Source: an optimization exercise on an open RTL-to-GDS flow (aim: small area). Production flows keep margins and buffers that such runs may drop. Function was checked by simulation only, so behaviour that the tests miss may differ from the original. Power is estimated from default activity; no workload was simulated.

File: run.sh
#!/bin/bash
# synth_recipe.tcl (not shown) runs the flow's synth.tcl, then flattens the netlist and writes it again
# the make line also repeats each setting of config.mk as NAME=value (left out here)
make -C /OpenROAD-flow-scripts/flow DESIGN_CONFIG=/design/flow/config.mk WORK_HOME=/design/flow/orfs CLKGATE_MAP_FILE= SYNTH_SCRIPT=/design/flow/synth_recipe.tcl finish
File: config.mk
export PLATFORM = sky130hd
export DESIGN_NAME = Lab2
export DESIGN_NICKNAME = Lab2
export VERILOG_FILES = /design/flow/design.v
export SDC_FILE = /design/flow/constraint.sdc
export NUM_CORES = 4
export LEC_CHECK = 0
export CAP_MARGIN = 20
export CORE_MARGIN = 2
export CORE_UTILIZATION = 40
export SLEW_MARGIN = 20
File: constraint.sdc
create_clock -name core_clock -period 5.0 [get_ports {clk}]
set_input_delay 1.0000 -clock core_clock [delete_from_list [all_inputs] [get_ports {clk}]]
set_output_delay 1.0000 -clock core_clock [all_outputs]
set_load 0.01 [all_outputs]
File: design.v
module blockDecoder(level, out, shape, pos, char, enable, delVals, sta,boss, lasPos, fire, win, lose);
	input [1:0] level;
	input [1:0] shape;
	input [5:0] pos;
	input [1:0] char;
	input fire;
	input lasPos;
	input sta;
	input boss;
	input win, lose;
	output [41:0] out;
	output [3:0] delVals;
	input enable;
	wire l0, l1, r0, r1, e;
	assign l0 = level[0];
	assign l1 = level[1];
	assign r0 = shape[0];
	assign r1 = shape[1];
	assign e = enable;
	assign out[0] = ~win&~lose&(e | (~pos[0]| ((l1|l0|r0|r1)&(l1|~l0|r1|r0)&(~l1|l0|r0|r1)&(~l1|l0|~r1|r0))));
	assign out[1] = ~win;
	assign out[2] = ~win;
	assign out[3] = ~lose&(e | (~pos[0] | (l1|l0|~r1|~r0)&(l1|~l0|r1|~r0)&(l1|~l0|~r1|r0)&(~l1|l0|~r1|r0)&(~l1|l0|~r1|~r0)));
	assign out[4] = ~win&~lose&~boss&(e | (~pos[0] | (~l1&~l0&~r1&~r0)|(~l1&~l0&~r1&r0)|(~l1&~l0&r1&r0)|(~l1&l0&~r1&~r0)|(~l1&l0&r1&~r0)));
	assign out[5] = ~win&~lose&~boss&(e | (~pos[0] | (~l1&~l0&~r1&~r0)|(~l1&~l0&r1&~r0)|(~l1&~l0&r1&r0)|(~l1&l0&~r1&r0)|(l1&~l0&r1&~r0)));
	assign out[6] = ~lose&~boss;
	assign out[7] = ~lose&~boss&(e|~pos[1] | ((l1|l0|r0|r1)&(l1|~l0|r1|r0)&(~l1|l0|r0|r1)&(~l1|l0|~r1|r0)));
	assign out[8] = ~win&~boss;
	assign out[9] = ~win&~lose&~boss;
	assign out[10] = ~lose&~boss&(e|~pos[1] | (l1|l0|~r1|~r0)&(l1|~l0|r1|~r0)&(l1|~l0|~r1|r0)&(~l1|l0|~r1|r0)&(~l1|l0|~r1|~r0));
	assign out[11] = ~boss&(e|~pos[1] | (~l1&~l0&~r1&~r0)|(~l1&~l0&~r1&r0)|(~l1&~l0&r1&r0)|(~l1&l0&~r1&~r0)|(~l1&l0&r1&~r0));
	assign out[12] = ~lose&~boss&(e|~pos[1] | (~l1&~l0&~r1&~r0)|(~l1&~l0&r1&~r0)|(~l1&~l0&r1&r0)|(~l1&l0&~r1&r0)|(l1&~l0&r1&~r0));
	assign out[13] = ~lose&~boss;
	assign out[14] = ~lose& (~boss|~fire|~lasPos)&(e|~pos[2] | ((l1|l0|r0|r1)&(l1|~l0|r1|r0)&(~l1|l0|r0|r1)&(~l1|l0|~r1|r0)));
	assign out[15] = ~win&~lose;
	assign out[16] = ~win&~lose;
	assign out[17] = ~win&~lose&(~boss|~fire|lasPos)&(e|~pos[2] | (l1|l0|~r1|~r0)&(l1|~l0|r1|~r0)&(l1|~l0|~r1|r0)&(~l1|l0|~r1|r0)&(~l1|l0|~r1|~r0));
	assign out[18] = ~lose&(e|~pos[2] | (~l1&~l0&~r1&~r0)|(~l1&~l0&~r1&r0)|(~l1&~l0&r1&r0)|(~l1&l0&~r1&~r0)|(~l1&l0&r1&~r0));
	assign out[19] = ~lose&(e|~pos[2] | (~l1&~l0&~r1&~r0)|(~l1&~l0&r1&~r0)|(~l1&~l0&r1&r0)|(~l1&l0&~r1&r0)|(l1&~l0&r1&~r0));
	assign out[20] = (~boss|~fire);
	assign out[21] = (~boss|~fire|~lasPos)&(e|~pos[3] | ((l1|l0|r0|r1)&(l1|~l0|r1|r0)&(~l1|l0|r0|r1)&(~l1|l0|~r1|r0)));
	assign out[22] = ~win;
	assign out[23] = ~win;
	assign out[24] = ~win&~lose&(~boss|~fire|lasPos)&(e|~pos[3] | (l1|l0|~r1|~r0)&(l1|~l0|r1|~r0)&(l1|~l0|~r1|r0)&(~l1|l0|~r1|r0)&(~l1|l0|~r1|~r0));
	assign out[25] = ~win&~lose&(e|~pos[3] | (~l1&~l0&~r1&~r0)|(~l1&~l0&~r1&r0)|(~l1&~l0&r1&r0)|(~l1&l0&~r1&~r0)|(~l1&l0&r1&~r0));
	assign out[26] = ~win&~lose&(e|~pos[3] | (~l1&~l0&~r1&~r0)|(~l1&~l0&r1&~r0)|(~l1&~l0&r1&r0)|(~l1&l0&~r1&r0)|(l1&~l0&r1&~r0));
	assign out[27] = (~boss|~fire);
	assign out[28] = (~boss|~fire|~lasPos)&(e|~pos[4] | ((l1|l0|r0|r1)&(l1|~l0|r1|r0)&(~l1|l0|r0|r1)&(~l1|l0|~r1|r0)));
	assign out[29] = 1'b1;
	assign out[30] = 1'b1;
	assign out[31] = (~boss|~fire|lasPos)&(e|~pos[4] | (l1|l0|~r1|~r0)&(l1|~l0|r1|~r0)&(l1|~l0|~r1|r0)&(~l1|l0|~r1|r0)&(~l1|l0|~r1|~r0));
	assign out[32] = e|~pos[4] | (~l1&~l0&~r1&~r0)|(~l1&~l0&~r1&r0)|(~l1&~l0&r1&r0)|(~l1&l0&~r1&~r0)|(~l1&l0&r1&~r0);
	assign out[33] = e|~pos[4] | (~l1&~l0&~r1&~r0)|(~l1&~l0&r1&~r0)|(~l1&~l0&r1&r0)|(~l1&l0&~r1&r0)|(l1&~l0&r1&~r0);
	assign out[34] = (~boss|~fire);
	assign out[35] = (~boss|~fire|~lasPos)&((char[0]|char[1]|sta) & (e|(~pos[5] | ((l1|l0|r0|r1)&(l1|~l0|r1|r0)&(~l1|l0|r0|r1)&(~l1|l0|~r1|r0)))));
	assign out[36] = 1'b1;
	assign out[37] = 1'b1;
	assign out[38] = (~boss|~fire|lasPos)&((~char[0]|~char[1]|sta) & (e|(~pos[5] | (l1|l0|~r1|~r0)&(l1|~l0|r1|~r0)&(l1|~l0|~r1|r0)&(~l1|l0|~r1|r0)&(~l1|l0|~r1|~r0))));
	assign out[39] = (~boss|~fire|lasPos)&((char[0]|~char[1]|sta) & (e|(~pos[5] | (~l1&~l0&~r1&~r0)|(~l1&~l0&~r1&r0)|(~l1&~l0&r1&r0)|(~l1&l0&~r1&~r0)|(~l1&l0&r1&~r0))));
	assign out[40] = (~boss|~fire|~lasPos)&((~char[0]|char[1]|sta) & (e|(~pos[5] | (~l1&~l0&~r1&~r0)|(~l1&~l0&r1&~r0)|(~l1&~l0&r1&r0)|(~l1&l0&~r1&r0)|(l1&~l0&r1&~r0))));
	assign out[41] = (~boss|~fire);
	assign delVals[0] =(~boss|~fire|~lasPos)&((l1|l0|r0|r1)&(l1|~l0|r1|r0)&(~l1|l0|r0|r1)&(~l1|l0|~r1|r0));
	assign delVals[1] =(~boss|~fire|lasPos)&((l1|l0|~r1|~r0)&(l1|~l0|r1|~r0)&(l1|~l0|~r1|r0)&(~l1|l0|~r1|r0)&(~l1|l0|~r1|~r0));
	assign delVals[2] =(~boss|~fire|lasPos)&((~l1&~l0&~r1&~r0)|(~l1&~l0&~r1&r0)|(~l1&~l0&r1&r0)|(~l1&l0&~r1&~r0)|(~l1&l0&r1&~r0));
	assign delVals[3] =(~boss|~fire|~lasPos)&((~l1&~l0&~r1&~r0)|(~l1&~l0&r1&~r0)|(~l1&~l0&r1&r0)|(~l1&l0&~r1&r0)|(l1&~l0&r1&~r0));
endmodule
module collisionDectector(char, blockPos, dmg);
	input [1:0] char;
	input [3:0] blockPos;
	output dmg;
	wire c1, c2, c3, c4;
	assign c1 = (char[0]|char[1]);
	assign c2 = (~char[0]|~char[1]);
	assign c3 = (char[0]|~char[1]);
	assign c4 = (~char[0]|char[1]);
	assign dmg = (~c1 & ~blockPos[0]) | (~c2 & ~blockPos[1]) | (~c3 & ~blockPos[2]) | (~c4 & ~blockPos[3]);
endmodule
module healthDecoder(health, out, bossHealth,boss);
	input[1:0] health;
	input[2:0] bossHealth;
	input boss;
	output[9:0] out;
	wire b2, b1, b0;
	assign b2=bossHealth[2];
	assign b1=bossHealth[1];
	assign b0=bossHealth[0];
	assign out[0] = (health[1] & health[0])|(~health[1] & health[0])|(health[1] & ~health[0]);
	assign out[1] = (health[1] & health[0])|(health[1] & ~health[0]);
	assign out[2] = (health[1] & health[0]);
	assign out[3]= 1'b0;
	assign out[4]= boss&(b2&b1&~b0);
	assign out[5]= boss&((b2&b1&~b0)|(b2&~b1&b0));
	assign out[6]= boss&((b2&b1&~b0)|(b2&~b1&b0)|(b2&~b1&~b0));
	assign out[7]= boss&((b2&b1&~b0)|(b2&~b1&b0)|(b2&~b1&~b0)|(~b2&b1&b0));
	assign out[8]= boss&((b2&b1&~b0)|(b2&~b1&b0)|(b2&~b1&~b0)|(~b2&b1&b0)|(~b2&b1&~b0));
	assign out[9]= boss&((b2&b1&~b0)|(b2&~b1&b0)|(b2&~b1&~b0)|(~b2&b1&b0)|(~b2&b1&~b0)|(~b2&~b1&b0));
endmodule
module loop(cin, rst, button, posVal, charVal, level,power,control,lvlLight,dmg, health, lose, win, player, boss, bossHealth,laserInd,laserPos,fireLaser, shape);
	input cin, rst, power;
	input [1:0] button;
	input dmg;
	output reg player;
	output reg lvlLight;
	output reg control;
	output reg boss;
	output reg[1:0] level;
	output reg[1:0] charVal;
	output reg[1:0] shape;
	output reg[5:0] posVal;
	output reg [1:0] health;
	output reg [2:0] bossHealth;
	output reg [1:0] laserInd;
	output reg laserPos;
	output reg fireLaser;
	output reg lose;
	output reg win;
	reg[31:0] count;
	reg[22:0] delayCount;
	reg[31:0] blinkCount;
	reg[31:0] bossCount;
	reg[31:0] laserCount;
	reg delay;
	reg[3:0] lvlCounter;
	reg[3:0] bossHits;
	reg gen;
	reg[3:0] val1;
	reg[3:0] val2;
	parameter C = 32'd500;
	parameter D = 23'd50;
	parameter E = 32'd100;
	parameter F = 32'd450;
	parameter G = 2'd3;
	reg [3:0] lvl;
	integer j;
	parameter k = 80;
	always @(posedge cin) begin
	if(rst)begin
		player <= 1'b0;
		lvlLight <= 1'b1;
		control = 1'b0;
		boss <= 1'b0;
		level = 2'd0;
		charVal <= 2'd0;
		shape <= 2'd0;
		posVal <= 6'd0;
		health = 2'd3;
		bossHealth <= 3'd6;
		laserInd <= 2'b11;
		laserPos <= 1'b0;
		fireLaser <= 1'b0;
		lose <= 1'b0;
		win <= 1'b0;
		count <= 32'd0;
		delayCount <= 23'b0;
		blinkCount <= 32'd0;
		bossCount <= 32'd0;
		laserCount <= 32'd0;
		delay <= 0;
		lvlCounter <= 4'd0;
		bossHits <= 4'd0;
		gen <= 0;
		val1 <= 4'd0;
		val2 <= 4'd2;
		lvl <= 4'd4;
		j = 240;
	end
	else begin
		if(power == 1 && win == 1'b0 && lose == 1'b0)begin
			if(button[1] == 0 && delay == 0)begin
				if(charVal < 2'd3)begin
					delay <= 1;
					charVal <= charVal + 1;
				end
			end
			if(button[0] == 0 && delay == 0)begin
				if(charVal > 2'd0) begin
					delay <=1 ;
					charVal <= charVal - 1;
				end
			end
			if(delay == 1)
				delayCount <= delayCount + 23'b1;
			if(delayCount >= D-1)begin
				delayCount <= 23'd0;
				delay <= 0;
			end
			blinkCount <= blinkCount + 32'd1;
			if(blinkCount >= E-1)begin
				blinkCount <= 32'd0;
				if(player == 1'b1)
					player <= 1'b0;
				else if(player == 1'b0)
					player <= 1'b1;
			end
			count <= count + 32'd1;
			if (count  >= C-j && control == 1'b0)
			begin
				if(lvlCounter == lvl && level < 3)begin
					level = level + 2'd1;
					if(level >= 3)
						control = 1'b1;
					lvlCounter <= 4'd0;
					j = j+k;
					lvl <= lvl+4'd4;
				end
				count <= 32'd0;
				if(posVal == 6'd0)begin
					posVal <= 6'd1;
					if(lvlCounter == lvl-1)
						lvlLight <= 1'b0;
				end
				else if(posVal == 6'd1)
					posVal <= 6'd2;
				else if(posVal == 6'd2)
					posVal <= 6'd4;
				else if(posVal == 6'd4)
					posVal <= 6'd8;
				else if(posVal == 6'd8)
					posVal <= 6'd16;
				else if(posVal == 6'd16)
					posVal <= 6'd32;
				else if(posVal == 6'd32) begin
					posVal <= 6'd0;
					lvlLight <= 1'b1;
					lvlCounter <= lvlCounter + 4'd1;
					if(dmg == 1 && power == 1)
						health = health - 1;
					shape <= val1 ^ val2;
					if(charVal < 3)
						val1 <= charVal+1;
					else
						val1 <= charVal;
					val2 <= val2 + 1;
				end
			end
			if(control == 1'b1 && level >= 3)begin
				boss <= 1'b1;
				bossCount <= bossCount + 32'd1;
				laserCount <= laserCount +32'd1;
				if(bossCount >= C-1)begin
					bossHits <= bossHits + 1;
					bossCount <= 32'd0;
				end
				if(bossHits >= 4'd4)begin
					if(bossHealth > 3'd0)
						bossHealth <= bossHealth - 3'd1;
					bossHits <= 4'd0;
				end
				if(laserCount >= F-1)begin
					laserCount <= 32'd0;
					if(gen == 1)begin
						fireLaser <= 1'b1;
						laserInd <= 2'b11;
						gen <= 0;
					end
					if(gen == 0)begin
						if(dmg == 1)
							health = health - 1;
						laserPos <= ~laserPos;
						fireLaser <= 1'b0;
						gen <= 1;
						if(laserPos == 1)
							laserInd <= 2'b01;
						if(laserPos == 0)
							laserInd <= 2'b10;
					end
				end	
			end
		end
		if(health <= 2'b0)begin
			lose <= 1'b1;
			boss <= 1'b0;
			laserInd <= 2'b11;
		end
		if(bossHealth <= 3'd0)begin
			win <= 1'b1;
			boss <= 1'b0;
			laserInd <= 2'b11;
		end
	end
	end
endmodule
module Lab2(clk, rst, button, light, dis, switch,levelLight,laserLight);
	input clk, rst, switch;
	input [1:0] button;
	output levelLight;
	output[1:0] laserLight;
	output [41:0] dis;
	output [9:0] light;
	wire p0, p1, p2, p3, p4, p5;
	wire char0, char1;
	wire s1, s0;
	wire l1, l0;
	wire control;
	wire dmg;
	wire del1, del2, del3, del4;
	wire h1, h0;
	wire win, lose;
	wire plstat;
	wire boss;
	wire bh2, bh1, bh0;
	wire lasPos;
	wire fire;
	loop cont(clk, rst, {button[1], button[0]},{p5, p4, p3, p2, p1, p0},
	{char1, char0},{l1, l0},switch,control,levelLight,dmg, {h1, h0},
	lose, win,plstat,boss,{bh2, bh1, bh0},{laserLight[1],laserLight[0]}, lasPos, fire,{s1, s0});
	blockDecoder dec({l1, l0}, {dis[41:0]}, {s1, s0},{p5, p4, p3, p2, p1, p0},
	{char1, char0},control, {del4, del3, del2, del1}, plstat, boss, lasPos, fire, win, lose);
	collisionDectector dect({char1, char0},{del4, del3, del2, del1}, dmg);
	healthDecoder hlthDec({h1, h0},
	{light[9],light[8],light[7],light[6],light[5],light[4],light[3],light[2],light[1],light[0]},{bh2,bh1,bh0},boss);
	endmodule
==> flow_metrics.env <==
export IMPL_number_of_global_route_vias_before_repair=8842
export IMPL_finalSetupViolations=0
export IMPL_routed_length_on_met1_um=12880
export IMPL_die_area_mm2=0.03033
export IMPL_cap_violations=0
export IMPL_run_status="complete, no violations"
export IMPL_cts_buffer_depth=3
export IMPL_path_clk_slew_ns=0.06
export IMPL_detailed_place_hpwl_um=19130
export IMPL_crit_path_max_fanout=15
export IMPL_syn_avg_cell_area_um2=8.202
export IMPL_portBuffers=54
export IMPL_fin_worst_hold_slack_ns=0.4685
export IMPL_cts_tree="yes"
export IMPL_crit_arrival_ns=4.92
export IMPL_maxSlewViolCount=0
export IMPL_power_per_cell_area_mw_per_mm2=279.6
export IMPL_cts_root_buf="clkbuf_16"
export IMPL_post_cts_setup_buffer_count=0
export IMPL_synth_top_area_share_pct=38.38
export IMPL_final_period_utilization_pct=89.10
export IMPL_die_y_um=174.2
export IMPL_synth_edf_count=0
export IMPL_finalClockSkew_ns=0.01722
export IMPL_post_synth_num_cell_types=81
export IMPL_critPathRequiredTime_ns=5.47
export IMPL_wl_um=26690
export IMPL_route_top_layer_used="met4"
export IMPL_critical_path_start_end_classification="flip-flop to flip-flop"
export IMPL_final_area_mm2=0.01316
export IMPL_end_kind="flip-flop"
export IMPL_power_leakage_nw=4.983
export IMPL_grt_pass1_wl_um=44330
export IMPL_largest_net_degree_at_the_start_of_global_routing=62
export IMPL_yosysSeqAreaShare_pct=38.38
export IMPL_detailroute_via_count=9757
export IMPL_initial_core_util_pct=40.46
export IMPL_diodes=0
export IMPL_peakVddDrop_mv=0.2827
export IMPL_synthDominantAreaCellType="dfxtp_1"
export IMPL_yosys_top_cells_area="dfxtp_1 (38%), nor2_1 (7.8%), ha_1 (5.8%)"
export IMPL_drt_iter0_drc=684
export IMPL_tightestPinTransition_ns=1.114
export IMPL_grt_setup_unrepaired="no"
export IMPL_chipWidth_um=174.2
export IMPL_coreArea_mm2=0.02863
export IMPL_finalSetupTns_ns=0
export IMPL_total_placed_instance_area_mm2=0.01234
export IMPL_initial_antenna_violation_count=0
export IMPL_worst_hold_path_type="flip-flop to flip-flop"
export IMPL_antenna_violating_nets_post_route=0
export IMPL_global_route_usage_total_pct=17.24
export IMPL_layout_area_overhead_vs_synth_pct=13.66
export IMPL_yosys_cell_count_top_type="nor2_1"
export IMPL_vias_per_cell=5.317
export IMPL_synth_area_mm2=0.01158
export IMPL_ctsResizeCount=0
export IMPL_cts_buffers=25
export IMPL_ys_async_rst_share_pct=0
export IMPL_postCtsHoldBufs=0
export IMPL_place_congestion=0.8065
export IMPL_fmax_ghz=0.2245
export IMPL_synth_cells=1412
export IMPL_fin_crit_ns=4.455
export IMPL_clk_insertion_delay_late_ns=0.54
export IMPL_route_met3_wl_um=962
export IMPL_post_route_drc_count=0
export IMPL_yosys_warnings=1
export IMPL_final_net_count=1493
export IMPL_wire_per_inst_um=14.54
export IMPL_placementRows=62
export IMPL_netlist_top_cells_count="nor2_1 (242), dfxtp_1 (222), nand2_1 (109)"
export IMPL_max_slew_margin_pct=25.76
export IMPL_synth_seq_cells=222
export IMPL_report_final_hold_viol_count=0
export IMPL_cp_start_kind="flip-flop"
export IMPL_ys_flop_type="dfxtp_1"
export IMPL_clkSinkCount=222
export IMPL_cts_htree_levels=1
export IMPL_firstDrtPassIters=5
export IMPL_layout_drive_gt1_share_pct=5.789
export IMPL_wl_met2_um=12420
export IMPL_num_io_pins=60
export IMPL_gr_total_overflow=0
-- layout by cell type, fill, tap and decap left out, types with 5 or more instances in the layout --
cell	n
nor2_1	242
dfxtp_1	222
nand2_1	109
a21oi_1	100
xnor2_1	55
ha_1	54
clkdlybuf4s50_1	53
xor2_1	51
nand3_1	45
inv_1	44
and3_1	37
nand4_1	34
nor4_1	31
o21ai_0	31
nor3_1	30
a31oi_1	30
or3_1	27
and4_1	25
clkbuf_16	25
and2_1	23
nor2b_1	15
buf_4	14
o21ai_1	10
a41oi_1	9
clkbuf_8	8
or4_1	7
o21a_1	7
clkbuf_1	7
a211oi_1	6
o211ai_1	6
o31ai_1	5
a221oi_1	5
conb_1	5
-- path summary, 6_finish.rpt --
| path | start | slack [ns] | to | cells after the start |
|---|---|---|---|---|
| worst max-delay path | cont.j[15] | 0.55 | cont.bossCount[12] | 15 |
| worst min-delay path | cont.blinkCount[31] | 0.47 | cont.blinkCount[31] | 2 |
| worst max register to register | cont.j[15] | 0.55 | cont.bossCount[12] | 15 |
| worst min register to register | cont.blinkCount[31] | 0.47 | cont.blinkCount[31] | 2 |
-- report_power, final --
part / switching (mW) / internal [mW] / total, mW
sequential: 0.00732 / 1.77 / 1.78
combinational: 0.0523 / 0.0209 / 0.0732
clock: 0.733 / 1.09 / 1.83
total: 0.793 / 2.89 / 3.68
-- cell type report --
cell class | count | area [um^2]
multi-input cells | 1072 | 6606
repair buffers | 68 | 640.6
clock inverters | 4 | 60.06
clock buffers | 40 | 762.0
fillers | 2848 | 15460
well taps | 384 | 480.5
flip-flops and latches | 222 | 4444
inverters | 45 | 168.9
-- kinds of logic (layout without fill, tap and decap cells) --
family	after synthesis	after routing	share of synthesized area, %
xor+xnor	107	107	8.157
simple gates	651	651	28.17
other cells	2	5	0.06485
buf+inv	121	157	4.678
compound gates	251	251	14.34
mux	4	4	0.3889
fa+ha+maj	54	54	5.834
flops	222	222	38.38
-- metrics by stage --
stage | util (%) | instances | worst slack [ns] | power [mW]
after global placement | 43.11 | 1791 | 0.6339 | 1.893
after global routing | 45.98 | 1835 | 0.2057 | 3.800
after CTS | 45.98 | 1835 | 0.5529 | 3.737
final | 45.98 | 1835 | 0.5451 | 3.680
after detailed placement | 43.11 | 1791 | 0.5813 | 1.893
after floorplan | - | 1415 | 1.038 | 1.871
-- registers in the layout (all words and copies together), names as in the netlist, 3 cells and up, named ones only --
register         cells
cont.lvlCounter      4
cont.posVal          6
cont.laserCount     32
cont.delayCount     23
cont.count          32
cont.bossHealth      3
cont.blinkCount     32
cont.bossCount      32
cont.bossHits        4
cont.j              28
-- routing by layer --
layer | global-route usage, % | vias up
li1 | - | 5021
met1 | 23.58 | 4555
met2 | 28.92 | 147
met3 | 2.472 | 34
met4 | 3.676 | 0
met5 | 0 | -
-- worst max-delay path, cell delays in order, from the launching register on --
cell and delay [ns]:
dfxtp_1 0.37, or4_1 0.60, or3_1 0.43, nor2_1 0.20, nand3b_1 0.12, xnor2_1 0.14, ha_1 0.34, nand4_1 0.16
nor3_1 0.32, nand4_1 0.19, o22a_1 0.26, a21oi_2 0.34, buf_4 0.31, nand4_4 0.13, or3_1 0.33, a21oi_1 0.14

-- what the ideal ports hide --
How much do the figures lean on ideal ports? The routed layout below was timed once more, with nothing changed but the port constraints.
Step 1 (the two cells are an assumption about what drives the block):
set clk [get_ports {clk}]
set_driving_cell -lib_cell sky130_fd_sc_hd__clkbuf_16 $clk
set_driving_cell -lib_cell sky130_fd_sc_hd__buf_2 [delete_from_list [all_inputs] $clk]
Step 2 moves the port delays by t, midway between the first and last clock arrival at a register: inputs arrive t later, outputs are due t later. That takes back most of the time a late clock gives input paths.
a / b / c = ideal ports / drivers / drivers and shift; a / b = the first two.
t (ns): 0.584
setup slack, ns: 0.545 / 0.545 / 0.545
hold WS [ns]: 0.468 / 0.468 / 0.468
latest minus earliest clock arrival (ns): 0.017 / 0.018
slew at the worst register clock pin (ns): 0.06 / 0.06
After both steps this run still meets setup and hold. For this run, drivers alone change the setup slack by 0.000 ns; drivers and shift together by 0.000 ns.
